From an optimization exercise on the open Yosys and OpenROAD flow, aimed at small area, a short achievable clock period and few clock cycles; shortcuts taken in it are not production practice. At most, simulation tests tie the RTL to the original design; equivalence was not proved. Power is estimated from default activity; no workload was simulated.

==> exp/delta <==
==> flow/design.v <==
module filter2d(
                input           clk,
                input           rstn,
                input           start,
                output reg      finish,
                output          cs,
                output          we,
                output [16:0]   addr,
                output [7:0]    din,
                input  [7:0]    dout,
                input           h_write,
                input  [3:0]    h_idx,
                input  [7:0]    h_data
);
reg        run;
reg  [2:0] t;
reg  [7:0] s;
reg  [7:0] b;
wire t_last = (t == 3'd5);
wire done   = (t == 3'd5) && (s == 8'd1) && b[7];
always @(posedge clk or negedge rstn) begin
    if (!rstn) begin
        run    <= 1'b0;
        t      <= 3'd0;
        s      <= 8'd0;
        b      <= 8'd0;
        finish <= 1'b0;
    end else begin
        finish <= run & done;
        if (start) begin
            run <= 1'b1;
            t   <= 3'd1;
            s   <= 8'd0;
            b   <= 8'd0;
        end else if (run) begin
            if (done) run <= 1'b0;
            t <= t_last ? 3'd0 : t + 3'd1;
            if (t_last) begin
                s <= s + 8'd1;
                if (s == 8'd255) b <= b + 8'd1;
            end
        end
    end
end
reg         cs_q, we_q;
reg  [16:0] addr_q;
reg  [7:0]  din_q;
assign cs   = cs_q;
assign we   = we_q;
assign addr = addr_q;
assign din  = din_q;
wire [6:0] bm1 = b[6:0] - 7'd1;
wire [6:0] bp1 = b[6:0] + 7'd1;
wire       wprev = (s[7:1] == 7'd0);           
wire [6:0] bw  = wprev ? bm1 : b[6:0];
wire [7:0] sw  = s - 8'd2;
reg        n_cs, n_we;
reg [16:0] n_addr;
always @(*) begin
    n_we = 1'b0;
    case (t)
        3'd0: begin n_addr = {1'b0, bm1,    1'b1, s};  n_cs = (b != 8'd0) && !b[7]; end
        3'd1: begin n_addr = {1'b0, b[6:0], 1'b0, s};  n_cs = !b[7]; end
        3'd2: begin n_addr = {1'b1, bw,     1'b0, sw}; n_cs = !((b == 8'd0) && wprev); n_we = 1'b1; end
        3'd3: begin n_addr = {1'b0, b[6:0], 1'b1, s};  n_cs = !b[7]; end
        3'd4: begin n_addr = {1'b1, bw,     1'b1, sw}; n_cs = !((b == 8'd0) && wprev); n_we = 1'b1; end
        default: begin n_addr = {1'b0, bp1, 1'b0, s};  n_cs = (b[6:0] != 7'd127) && !b[7]; end
    endcase
end
always @(posedge clk or negedge rstn) begin
    if (!rstn) begin
        cs_q <= 1'b0;
        we_q <= 1'b0;
    end else begin
        cs_q <= run & n_cs;
        we_q <= run & n_cs & n_we;
    end
end
always @(posedge clk) addr_q <= n_addr;
reg [7:0] h0, h1, h2, h3, h4, h5, h6, h7, h8;
always @(posedge clk or negedge rstn) begin
    if (!rstn) begin
        h0 <= 8'h08; h1 <= 8'h10; h2 <= 8'h08;
        h3 <= 8'h10; h4 <= 8'h20; h5 <= 8'h10;
        h6 <= 8'h08; h7 <= 8'h10; h8 <= 8'h08;
    end else if (h_write) begin
        case (h_idx)
            4'd0: h0 <= h_data;
            4'd1: h1 <= h_data;
            4'd2: h2 <= h_data;
            4'd3: h3 <= h_data;
            4'd4: h4 <= h_data;
            4'd5: h5 <= h_data;
            4'd6: h6 <= h_data;
            4'd7: h7 <= h_data;
            4'd8: h8 <= h_data;
            default: ;
        endcase
    end
end
reg       rv;
reg [7:0] pd;
wire      pd_en = (t == 3'd2) || (t == 3'd3) || (t == 3'd5) || (t == 3'd1);
always @(posedge clk) begin
    rv <= cs_q;
    if (pd_en) pd <= rv ? dout : 8'd0;
end
reg  [7:0] cr0, cr1, cr2;
reg        mfirst;
wire [2:0] kdec = (t == 3'd2 || t == 3'd3) ? 3'b001 :
                  (t == 3'd4 || t == 3'd5) ? 3'b010 : 3'b100;
wire       mfirst_n = (t == 3'd2) ? (s == 8'd0) : mfirst;
always @(posedge clk) begin
    mfirst <= mfirst_n;
    cr0 <= ({8{kdec[0]}} & h0) | ({8{kdec[1]}} & h3) | ({8{kdec[2]}} & h6);
    cr1 <= ({8{kdec[0]}} & h1) | ({8{kdec[1]}} & h4) | ({8{kdec[2]}} & h7);
    cr2 <= (({8{kdec[0]}} & h2) | ({8{kdec[1]}} & h5) | ({8{kdec[2]}} & h8)) & {8{~mfirst_n}};
end
wire [15:0] ms0, mc0, ms1, mc1, ms2, mc2;
mul8cs u_m0 (.a(pd), .b(cr0), .s(ms0), .c(mc0));
mul8cs u_m1 (.a(pd), .b(cr1), .s(ms1), .c(mc1));
mul8cs u_m2 (.a(pd), .b(cr2), .s(ms2), .c(mc2));
reg [15:0] ps0, pc0, ps1, pc1, ps2, pc2;
always @(posedge clk) begin
    ps0 <= ms0; pc0 <= mc0;
    ps1 <= ms1; pc1 <= mc1;
    ps2 <= ms2; pc2 <= mc2;
end
localparam [19:0] K = 20'd64;
reg  [2:0] ka;        
reg        mk;        
reg        afirst;
wire [2:0] kadec = (t == 3'd3 || t == 3'd4) ? 3'b001 :
                   (t == 3'd5 || t == 3'd0) ? 3'b010 : 3'b100;
wire       afirst_n = (t == 3'd3) ? (s == 8'd0) : afirst;
always @(posedge clk) begin
    ka     <= kadec;
    afirst <= afirst_n;
    mk     <= afirst_n & kadec[0];
end
function [19:0] macc;
    input [19:0] x;
    input [15:0] ps, pc;
    reg   [15:0] p;
    begin
        p    = ps + pc;
        macc = x + {4'd0, ps} + {4'd0, pc} + {{4{p[15]}}, 16'd0};
    end
endfunction
reg [19:0] fa, fb;
reg [18:0] ma, mb;
reg [17:0] na, nb;
wire [19:0] fres = macc(fa, ps2, pc2);
wire [19:0] mres = macc(mk    ? K : {ma[18], ma}, ps1, pc1);
wire [19:0] nres = macc(ka[0] ? K : {{2{na[17]}}, na}, ps0, pc0);
always @(posedge clk) begin
    fa <= fb;
    ma <= mb;
    na <= nb;
    fb <= ka[2] ? mres : fres;
    mb <= ka[2] ? nres[18:0] : mres[18:0];
    nb <= nres[17:0];
end
wire [7:0] pix = (fres[19:15] != 5'd0) ? 8'hff : fres[14:7];
always @(posedge clk) if (ka[2]) din_q <= pix;
endmodule
module mul8cs(input [7:0] a, input [7:0] b, output [15:0] s, output [15:0] c);
wire pp0_0 = a[0] & b[0];
wire pp0_1 = a[1] & b[0];
wire pp0_2 = a[2] & b[0];
wire pp0_3 = a[3] & b[0];
wire pp0_4 = a[4] & b[0];
wire pp0_5 = a[5] & b[0];
wire pp0_6 = a[6] & b[0];
wire pp0_7 = a[7] & b[0];
wire pp1_0 = a[0] & b[1];
wire pp1_1 = a[1] & b[1];
wire pp1_2 = a[2] & b[1];
wire pp1_3 = a[3] & b[1];
wire pp1_4 = a[4] & b[1];
wire pp1_5 = a[5] & b[1];
wire pp1_6 = a[6] & b[1];
wire pp1_7 = a[7] & b[1];
wire pp2_0 = a[0] & b[2];
wire pp2_1 = a[1] & b[2];
wire pp2_2 = a[2] & b[2];
wire pp2_3 = a[3] & b[2];
wire pp2_4 = a[4] & b[2];
wire pp2_5 = a[5] & b[2];
wire pp2_6 = a[6] & b[2];
wire pp2_7 = a[7] & b[2];
wire pp3_0 = a[0] & b[3];
wire pp3_1 = a[1] & b[3];
wire pp3_2 = a[2] & b[3];
wire pp3_3 = a[3] & b[3];
wire pp3_4 = a[4] & b[3];
wire pp3_5 = a[5] & b[3];
wire pp3_6 = a[6] & b[3];
wire pp3_7 = a[7] & b[3];
wire pp4_0 = a[0] & b[4];
wire pp4_1 = a[1] & b[4];
wire pp4_2 = a[2] & b[4];
wire pp4_3 = a[3] & b[4];
wire pp4_4 = a[4] & b[4];
wire pp4_5 = a[5] & b[4];
wire pp4_6 = a[6] & b[4];
wire pp4_7 = a[7] & b[4];
wire pp5_0 = a[0] & b[5];
wire pp5_1 = a[1] & b[5];
wire pp5_2 = a[2] & b[5];
wire pp5_3 = a[3] & b[5];
wire pp5_4 = a[4] & b[5];
wire pp5_5 = a[5] & b[5];
wire pp5_6 = a[6] & b[5];
wire pp5_7 = a[7] & b[5];
wire pp6_0 = a[0] & b[6];
wire pp6_1 = a[1] & b[6];
wire pp6_2 = a[2] & b[6];
wire pp6_3 = a[3] & b[6];
wire pp6_4 = a[4] & b[6];
wire pp6_5 = a[5] & b[6];
wire pp6_6 = a[6] & b[6];
wire pp6_7 = a[7] & b[6];
wire pp7_0 = a[0] & b[7];
wire pp7_1 = a[1] & b[7];
wire pp7_2 = a[2] & b[7];
wire pp7_3 = a[3] & b[7];
wire pp7_4 = a[4] & b[7];
wire pp7_5 = a[5] & b[7];
wire pp7_6 = a[6] & b[7];
wire pp7_7 = a[7] & b[7];
wire w1 = pp0_6 ^ pp1_5;
wire w2 = pp0_6 & pp1_5;
wire w3 = pp0_7 ^ pp1_6 ^ pp2_5;
wire w4 = (pp0_7 & pp1_6) | (pp0_7 & pp2_5) | (pp1_6 & pp2_5);
wire w5 = pp3_4 ^ pp4_3;
wire w6 = pp3_4 & pp4_3;
wire w7 = pp1_7 ^ pp2_6 ^ pp3_5;
wire w8 = (pp1_7 & pp2_6) | (pp1_7 & pp3_5) | (pp2_6 & pp3_5);
wire w9 = pp4_4 ^ pp5_3;
wire w10 = pp4_4 & pp5_3;
wire w11 = pp2_7 ^ pp3_6 ^ pp4_5;
wire w12 = (pp2_7 & pp3_6) | (pp2_7 & pp4_5) | (pp3_6 & pp4_5);
wire w13 = pp0_4 ^ pp1_3;
wire w14 = pp0_4 & pp1_3;
wire w15 = pp0_5 ^ pp1_4 ^ pp2_3;
wire w16 = (pp0_5 & pp1_4) | (pp0_5 & pp2_3) | (pp1_4 & pp2_3);
wire w17 = pp3_2 ^ pp4_1;
wire w18 = pp3_2 & pp4_1;
wire w19 = w1 ^ pp2_4 ^ pp3_3;
wire w20 = (w1 & pp2_4) | (w1 & pp3_3) | (pp2_4 & pp3_3);
wire w21 = pp4_2 ^ pp5_1 ^ pp6_0;
wire w22 = (pp4_2 & pp5_1) | (pp4_2 & pp6_0) | (pp5_1 & pp6_0);
wire w23 = w2 ^ w3 ^ w5;
wire w24 = (w2 & w3) | (w2 & w5) | (w3 & w5);
wire w25 = pp5_2 ^ pp6_1 ^ pp7_0;
wire w26 = (pp5_2 & pp6_1) | (pp5_2 & pp7_0) | (pp6_1 & pp7_0);
wire w27 = w4 ^ w6 ^ w7;
wire w28 = (w4 & w6) | (w4 & w7) | (w6 & w7);
wire w29 = w9 ^ pp6_2 ^ pp7_1;
wire w30 = (w9 & pp6_2) | (w9 & pp7_1) | (pp6_2 & pp7_1);
wire w31 = w8 ^ w10 ^ w11;
wire w32 = (w8 & w10) | (w8 & w11) | (w10 & w11);
wire w33 = pp5_4 ^ pp6_3 ^ pp7_2;
wire w34 = (pp5_4 & pp6_3) | (pp5_4 & pp7_2) | (pp6_3 & pp7_2);
wire w35 = w12 ^ pp3_7 ^ pp4_6;
wire w36 = (w12 & pp3_7) | (w12 & pp4_6) | (pp3_7 & pp4_6);
wire w37 = pp5_5 ^ pp6_4 ^ pp7_3;
wire w38 = (pp5_5 & pp6_4) | (pp5_5 & pp7_3) | (pp6_4 & pp7_3);
wire w39 = pp4_7 ^ pp5_6 ^ pp6_5;
wire w40 = (pp4_7 & pp5_6) | (pp4_7 & pp6_5) | (pp5_6 & pp6_5);
wire w41 = pp0_3 ^ pp1_2;
wire w42 = pp0_3 & pp1_2;
wire w43 = w13 ^ pp2_2 ^ pp3_1;
wire w44 = (w13 & pp2_2) | (w13 & pp3_1) | (pp2_2 & pp3_1);
wire w45 = w14 ^ w15 ^ w17;
wire w46 = (w14 & w15) | (w14 & w17) | (w15 & w17);
wire w47 = w16 ^ w18 ^ w19;
wire w48 = (w16 & w18) | (w16 & w19) | (w18 & w19);
wire w49 = w20 ^ w22 ^ w23;
wire w50 = (w20 & w22) | (w20 & w23) | (w22 & w23);
wire w51 = w24 ^ w26 ^ w27;
wire w52 = (w24 & w26) | (w24 & w27) | (w26 & w27);
wire w53 = w28 ^ w30 ^ w31;
wire w54 = (w28 & w30) | (w28 & w31) | (w30 & w31);
wire w55 = w32 ^ w34 ^ w35;
wire w56 = (w32 & w34) | (w32 & w35) | (w34 & w35);
wire w57 = w36 ^ w38 ^ w39;
wire w58 = (w36 & w38) | (w36 & w39) | (w38 & w39);
wire w59 = w40 ^ pp5_7 ^ pp6_6;
wire w60 = (w40 & pp5_7) | (w40 & pp6_6) | (pp5_7 & pp6_6);
wire w61 = pp0_2 ^ pp1_1;
wire w62 = pp0_2 & pp1_1;
wire w63 = w41 ^ pp2_1 ^ pp3_0;
wire w64 = (w41 & pp2_1) | (w41 & pp3_0) | (pp2_1 & pp3_0);
wire w65 = w42 ^ w43 ^ pp4_0;
wire w66 = (w42 & w43) | (w42 & pp4_0) | (w43 & pp4_0);
wire w67 = w44 ^ w45 ^ pp5_0;
wire w68 = (w44 & w45) | (w44 & pp5_0) | (w45 & pp5_0);
wire w69 = w46 ^ w47 ^ w21;
wire w70 = (w46 & w47) | (w46 & w21) | (w47 & w21);
wire w71 = w48 ^ w49 ^ w25;
wire w72 = (w48 & w49) | (w48 & w25) | (w49 & w25);
wire w73 = w50 ^ w51 ^ w29;
wire w74 = (w50 & w51) | (w50 & w29) | (w51 & w29);
wire w75 = w52 ^ w53 ^ w33;
wire w76 = (w52 & w53) | (w52 & w33) | (w53 & w33);
wire w77 = w54 ^ w55 ^ w37;
wire w78 = (w54 & w55) | (w54 & w37) | (w55 & w37);
wire w79 = w56 ^ w57 ^ pp7_4;
wire w80 = (w56 & w57) | (w56 & pp7_4) | (w57 & pp7_4);
wire w81 = w58 ^ w59 ^ pp7_5;
wire w82 = (w58 & w59) | (w58 & pp7_5) | (w59 & pp7_5);
wire w83 = w60 ^ pp6_7 ^ pp7_6;
wire w84 = (w60 & pp6_7) | (w60 & pp7_6) | (pp6_7 & pp7_6);
assign s = {1'b0, w84, w82, w80, w78, w76, w74, w72, w70, w68, w66, w64, w62, w61, pp0_1, pp0_0};
assign c = {1'b0, pp7_7, w83, w81, w79, w77, w75, w73, w71, w69, w67, w65, w63, pp2_0, pp1_0, 1'b0};
endmodule
==> flow/flow/run.sh <==
#!/bin/bash
# Standard layout, with the timing repair aimed at a shorter period than the
# clock's (the SDC is unchanged; only repair_timing's setup margin is raised).
set -euo pipefail
bash standard.sh SETUP_SLACK_MARGIN=6.8 TNS_END_PERCENT=100 finish > standard.log 2>&1
==> flow/standard.sh <==
#!/bin/bash
# synth_recipe.tcl (not shown) runs the flow's synth.tcl, then flattens the netlist and writes it again
# the make line also repeats each setting of config.mk as NAME=value (left out here)
make -C /OpenROAD-flow-scripts/flow DESIGN_CONFIG=/design/flow/config.mk WORK_HOME=/design/flow/orfs CLKGATE_MAP_FILE= SYNTH_SCRIPT=/design/flow/synth_recipe.tcl "${@:-finish}"
==> flow/config.mk <==
export PLATFORM = sky130hd
export DESIGN_NAME = filter2d
export DESIGN_NICKNAME = filter2d
export VERILOG_FILES = /design/flow/design.v
export SDC_FILE = /design/flow/constraint.sdc
export NUM_CORES = 4
export LEC_CHECK = 0
export CAP_MARGIN = 20
export CORE_MARGIN = 2
export CORE_UTILIZATION = 40
export SLEW_MARGIN = 20
==> flow/constraint.sdc <==
create_clock -name core_clock -period 10.0 [get_ports {clk}]
set_input_delay 2.0000 -clock core_clock [delete_from_list [all_inputs] [get_ports {clk}]]
set_output_delay 2.0000 -clock core_clock [all_outputs]
set_load 0.01 [all_outputs]
==> exp/sierra (differences from exp/delta) <==
==> flow/design.v, changed modules only <==
module filter2d(
                input           clk,
                input           rstn,
                input           start,
                output reg      finish,
                output          cs,
                output          we,
                output [16:0]   addr,
                output [7:0]    din,
                input  [7:0]    dout,
                input           h_write,
                input  [3:0]    h_idx,
                input  [7:0]    h_data
);
reg        run, pend;
reg  [2:0] t;
reg  [7:0] s;
reg  [7:0] b;
wire t_last = (t == 3'd5);
wire done   = t_last && (s == 8'd1) && b[7];
wire go     = (start | pend) && (t_last || (t == 3'd0));
always @(posedge clk or negedge rstn) begin
    if (!rstn) begin
        run    <= 1'b0;
        pend   <= 1'b0;
        t      <= 3'd0;
        finish <= 1'b0;
    end else begin
        t      <= t_last ? 3'd0 : t + 3'd1;
        finish <= run & done;
        if (go) begin
            run  <= 1'b1;
            pend <= 1'b0;
        end else begin
            if (start) pend <= 1'b1;
            if (done)  run  <= 1'b0;
        end
    end
end
always @(posedge clk) begin
    if (go) begin
        s <= 8'd0;
        b <= 8'd0;
    end else if (run && t_last) begin
        s <= s + 8'd1;
        if (s == 8'd255) b <= b + 8'd1;
    end
end
reg         cs_q, we_q;
reg  [16:0] addr_q;
reg  [7:0]  din_q;
assign cs   = cs_q;
assign we   = we_q;
assign addr = addr_q;
assign din  = din_q;
wire [6:0] bm1 = b[6:0] - 7'd1;
wire [6:0] bp1 = b[6:0] + 7'd1;
wire       wprev = (s[7:1] == 7'd0);           
wire [6:0] bw  = wprev ? bm1 : b[6:0];
wire [7:0] sw  = s - 8'd2;
reg        n_cs, n_we;
reg [16:0] n_addr;
always @(*) begin
    n_we = 1'b0;
    case (t)
        3'd0: begin n_addr = {1'b0, bm1,    1'b1, s};  n_cs = (b != 8'd0) && !b[7]; end
        3'd1: begin n_addr = {1'b0, b[6:0], 1'b1, s};  n_cs = !b[7]; end
        3'd2: begin n_addr = {1'b1, bw,     1'b0, sw}; n_cs = !((b == 8'd0) && wprev); n_we = 1'b1; end
        3'd3: begin n_addr = {1'b0, b[6:0], 1'b0, s};  n_cs = !b[7]; end
        3'd4: begin n_addr = {1'b1, bw,     1'b1, sw}; n_cs = !((b == 8'd0) && wprev); n_we = 1'b1; end
        default: begin n_addr = {1'b0, bp1, 1'b0, s};  n_cs = (b[6:0] != 7'd127) && !b[7]; end
    endcase
end
always @(posedge clk or negedge rstn) begin
    if (!rstn) begin
        cs_q <= 1'b0;
        we_q <= 1'b0;
    end else begin
        cs_q <= run & n_cs;
        we_q <= run & n_cs & n_we;
    end
end
always @(posedge clk) addr_q <= n_addr;
reg  [7:0] q00, q01, q02, q10, q11, q12, q20, q21, q22;
reg  [1:0] tm3;                       
always @(*) begin
    case (t)
        3'd0, 3'd3: tm3 = 2'd0;
        3'd1, 3'd4: tm3 = 2'd1;
        default:    tm3 = 2'd2;
    endcase
end
reg  [1:0] wr, wc;
reg        wv;
always @(*) begin
    wv = h_write;
    case (h_idx)
        4'd0: begin wr = 2'd0; wc = 2'd0; end
        4'd1: begin wr = 2'd0; wc = 2'd1; end
        4'd2: begin wr = 2'd0; wc = 2'd2; end
        4'd3: begin wr = 2'd1; wc = 2'd0; end
        4'd4: begin wr = 2'd1; wc = 2'd1; end
        4'd5: begin wr = 2'd1; wc = 2'd2; end
        4'd6: begin wr = 2'd2; wc = 2'd0; end
        4'd7: begin wr = 2'd2; wc = 2'd1; end
        4'd8: begin wr = 2'd2; wc = 2'd2; end
        default: begin wr = 2'd0; wc = 2'd0; wv = 1'b0; end
    endcase
end
reg  [1:0] wp;
always @(*) begin
    case ({wr, tm3})
        {2'd0, 2'd0}, {2'd1, 2'd1}, {2'd2, 2'd2}: wp = 2'd2;
        {2'd1, 2'd0}, {2'd2, 2'd1}, {2'd0, 2'd2}: wp = 2'd0;
        default:                                  wp = 2'd1;
    endcase
end
wire w00 = wv && wp == 2'd0 && wc == 2'd0;
wire w01 = wv && wp == 2'd0 && wc == 2'd1;
wire w02 = wv && wp == 2'd0 && wc == 2'd2;
wire w10 = wv && wp == 2'd1 && wc == 2'd0;
wire w11 = wv && wp == 2'd1 && wc == 2'd1;
wire w12 = wv && wp == 2'd1 && wc == 2'd2;
wire w20 = wv && wp == 2'd2 && wc == 2'd0;
wire w21 = wv && wp == 2'd2 && wc == 2'd1;
wire w22 = wv && wp == 2'd2 && wc == 2'd2;
always @(posedge clk or negedge rstn) begin
    if (!rstn) begin
        q00 <= 8'h08; q01 <= 8'h10; q02 <= 8'h08;
        q10 <= 8'h10; q11 <= 8'h20; q12 <= 8'h10;
        q20 <= 8'h08; q21 <= 8'h10; q22 <= 8'h08;
    end else begin
        q00 <= w00 ? h_data : q10;
        q01 <= w01 ? h_data : q11;
        q02 <= w02 ? h_data : q12;
        q10 <= w10 ? h_data : q20;
        q11 <= w11 ? h_data : q21;
        q12 <= w12 ? h_data : q22;
        q20 <= w20 ? h_data : q00;
        q21 <= w21 ? h_data : q01;
        q22 <= w22 ? h_data : q02;
    end
end
reg       rv;
reg [7:0] pd;
wire      pd_en = (t == 3'd2) || (t == 3'd3) || (t == 3'd5) || (t == 3'd1);
always @(posedge clk) begin
    rv <= cs_q;
    if (pd_en) pd <= rv ? dout : 8'd0;
end
reg        mfirst;
wire       mfirst_n = (t == 3'd2) ? (s == 8'd0) : mfirst;
always @(posedge clk) mfirst <= mfirst_n;
wire [7:0] cf2 = q02 & {8{~mfirst}};
wire [15:0] ms0, mc0, ms1, mc1, ms2, mc2;
mul8cs u_m0 (.a(pd), .b(q00), .s(ms0), .c(mc0));
mul8cs u_m1 (.a(pd), .b(q01), .s(ms1), .c(mc1));
mul8cs u_m2 (.a(pd), .b(cf2), .s(ms2), .c(mc2));
reg [15:0] ps0, pc0, ps1, pc1, ps2, pc2;
always @(posedge clk) begin
    ps0 <= ms0; pc0 <= mc0;
    ps1 <= ms1; pc1 <= mc1;
    ps2 <= ms2; pc2 <= mc2;
end
localparam [19:0] K = 20'd64;
reg  [2:0] ka;        
reg        mk;        
reg        afirst;
wire [2:0] kadec = (t == 3'd3 || t == 3'd4) ? 3'b001 :
                   (t == 3'd5 || t == 3'd0) ? 3'b010 : 3'b100;
wire       afirst_n = (t == 3'd3) ? (s == 8'd0) : afirst;
always @(posedge clk) begin
    ka     <= kadec;
    afirst <= afirst_n;
    mk     <= afirst_n & kadec[0];
end
function [19:0] macc;
    input [19:0] x;
    input [15:0] ps, pc;
    reg   [15:0] p;
    begin
        p    = ps + pc;
        macc = x + {4'd0, ps} + {4'd0, pc} + {{4{p[15]}}, 16'd0};
    end
endfunction
reg [19:0] fa, fb;
reg [18:0] ma, mb;
reg [17:0] na, nb;
wire [19:0] fres = macc(fa, ps2, pc2);
wire [19:0] mres = macc(mk    ? K : {ma[18], ma}, ps1, pc1);
wire [19:0] nres = macc(ka[0] ? K : {{2{na[17]}}, na}, ps0, pc0);
always @(posedge clk) begin
    fa <= fb;
    ma <= mb;
    na <= nb;
    fb <= ka[2] ? mres : fres;
    mb <= ka[2] ? nres[18:0] : mres[18:0];
    nb <= nres[17:0];
end
wire [7:0] pix = (fres[19:15] != 5'd0) ? 8'hff : fres[14:7];
always @(posedge clk) if (ka[2]) din_q <= pix;
endmodule
==> flow/flow/run.sh (replaced) <==
#!/bin/bash
# Standard layout, with the timing repair aimed at a shorter period than the
# clock's (the SDC is unchanged; only repair_timing's setup margin is raised).
set -euo pipefail
bash standard.sh SETUP_SLACK_MARGIN=7 TNS_END_PERCENT=5 CORE_UTILIZATION=65 CTS_CLUSTER_SIZE=24 CTS_CLUSTER_DIAMETER=80 finish > standard.log 2>&1
==> exp/garnet (differences from exp/delta) <==
--- a/flow/design.v
+++ b/flow/design.v
@@ -148,10 +148,8 @@
     end
 endfunction
-reg [19:0] fa, fb;
-reg [18:0] ma, mb;
-reg [17:0] na, nb;
+reg [19:0] fa, fb, ma, mb, na, nb;
 wire [19:0] fres = macc(fa, ps2, pc2);
-wire [19:0] mres = macc(mk    ? K : {ma[18], ma}, ps1, pc1);
-wire [19:0] nres = macc(ka[0] ? K : {{2{na[17]}}, na}, ps0, pc0);
+wire [19:0] mres = macc(mk    ? K : ma, ps1, pc1);
+wire [19:0] nres = macc(ka[0] ? K : na, ps0, pc0);
 always @(posedge clk) begin
     fa <= fb;
@@ -159,6 +157,6 @@
     na <= nb;
     fb <= ka[2] ? mres : fres;
-    mb <= ka[2] ? nres[18:0] : mres[18:0];
-    nb <= nres[17:0];
+    mb <= ka[2] ? nres : mres;
+    nb <= nres;
 end
 wire [7:0] pix = (fres[19:15] != 5'd0) ? 8'hff : fres[14:7];
==> flow/run.sh (new file) <==
#!/bin/bash
# synth_recipe.tcl (not shown) runs the flow's synth.tcl, then flattens the netlist and writes it again
# the make line also repeats each setting of config.mk as NAME=value (left out here)
make -C /OpenROAD-flow-scripts/flow DESIGN_CONFIG=/design/flow/config.mk WORK_HOME=/design/flow/orfs CLKGATE_MAP_FILE= SYNTH_SCRIPT=/design/flow/synth_recipe.tcl finish
removed: flow/flow/run.sh
removed: flow/standard.sh
==> exp/violet (differences from exp/delta) <==
==> flow/flow/run.sh (replaced) <==
#!/bin/bash
# Standard layout, with the timing repair aimed at a shorter period than the
# clock's (the SDC is unchanged; only repair_timing's setup margin is raised).
set -euo pipefail
bash standard.sh SETUP_SLACK_MARGIN=6.5 TNS_END_PERCENT=100 finish > standard.log 2>&1
==> summary of the runs <==
Critical path depth: exp/sierra < exp/delta < exp/garnet < exp/violet. In exp/sierra the first-iteration DRC count is higher than in exp/violet, by about 27%. In sequential power, exp/garnet and exp/delta hardly differ. Against exp/delta, the via count of exp/violet is smaller by about 1.1%. Against exp/garnet, the area after synthesis of exp/sierra is lower by 4.5%. In flip-flop and latch count, exp/violet and exp/delta do not differ. In exp/garnet the setup slack is lower than in exp/delta, by 0.57 ns. Between exp/delta and exp/garnet, the lower final cell count is in exp/garnet (gap about 3%, measured against exp/garnet). Against exp/violet, the clock-buffer cell count of exp/sierra is lower by 29.
==> figures <==
                                                             exp/violet      exp/sierra      exp/garnet       exp/delta
Placeable core area                                          47700 um^2      28500 um^2      48600 um^2      47700 um^2
Tmin final                                                      3.51 ns         3.36 ns         4.06 ns         3.49 ns
Total Routing Usage GR                                            17.2%           28.5%           17.2%           17.5%
Met1 routed wirelength after detailed routing                   19.6 mm         18.6 mm         20.4 mm         20.1 mm
Final design utilization                                          46.8%           74.6%           45.4%           48.2%
Cells on worst reg2reg path                                          14              10              13              12
First DRT Iteration DRCs                                            574             727             691             682
CTS sink count                                                      359             336             365             359
Yosys cell types                                                     71              78              71              71
Compound-Gate Fraction of Synth Area                              9.06%           8.94%           8.10%           9.06%
Routed vias                                                       12811           12488           12623           12959
Post-Synth XOR/XNOR Area                                          2.22%           2.48%           2.89%           2.22%
Proportion of synthesized chip area in sequential cells           40.5%           39.1%           40.7%           40.5%
Leakage power                                                0.00999 uW      0.00969 uW       0.0102 uW       0.0103 uW
Outcome                                                  finished clean  finished clean  finished clean  finished clean
Number of global-route vias before repair                         13288           13193           13238           13635
Total wire length                                               41.9 mm         42.0 mm         42.3 mm         43.2 mm
Final worst path period share                                     35.1%           33.6%           40.6%           34.9%
DP Area                                                      20500 um^2      19600 um^2      20600 um^2      20600 um^2
Clock buffers                                                        54              25              49              60
Testbench counts of exp/sierra, summed over its fixed seeds: cycles 1,572,980.
Testbench counts of exp/garnet, summed over its fixed seeds: cycles 1,572,960.
Only the layout flow was run in exp/delta and exp/violet; the RTL was not checked for function there.

-- afterwards: timing with drivers on the ports --
How much do the figures lean on ideal ports? The routed layouts below were timed once more, with nothing changed but the port constraints. Step 1 (the two cells are an assumption about what drives the block):
set clk [get_ports {clk}]
set_driving_cell -lib_cell sky130_fd_sc_hd__clkbuf_16 $clk
set_driving_cell -lib_cell sky130_fd_sc_hd__buf_2 [delete_from_list [all_inputs] $clk]
Step 2, shift: input delay + t, output delay - t, t = (earliest + latest rising clock arrival at the registers) / 2. This alone moves slack from input paths to output paths. Three values: no drivers, after step 1, after step 2; two values: the first two.
run	shift t [ns]	setup slack, ns	latest minus earliest clock arrival (ns)	worst data-port slew with drivers (ns)
exp/delta	0.603	6.510 / 6.510 / 6.205	0.028 / 0.027	0.04
exp/sierra	0.573	6.635 / 6.635 / 6.166	0.014 / 0.014	0.06
exp/garnet	0.587	5.937 / 5.937 / 5.840	0.026 / 0.025	0.04
exp/violet	0.609	6.491 / 6.491 / 6.022	0.027 / 0.026	0.03
After both steps every run listed still meets setup and hold.
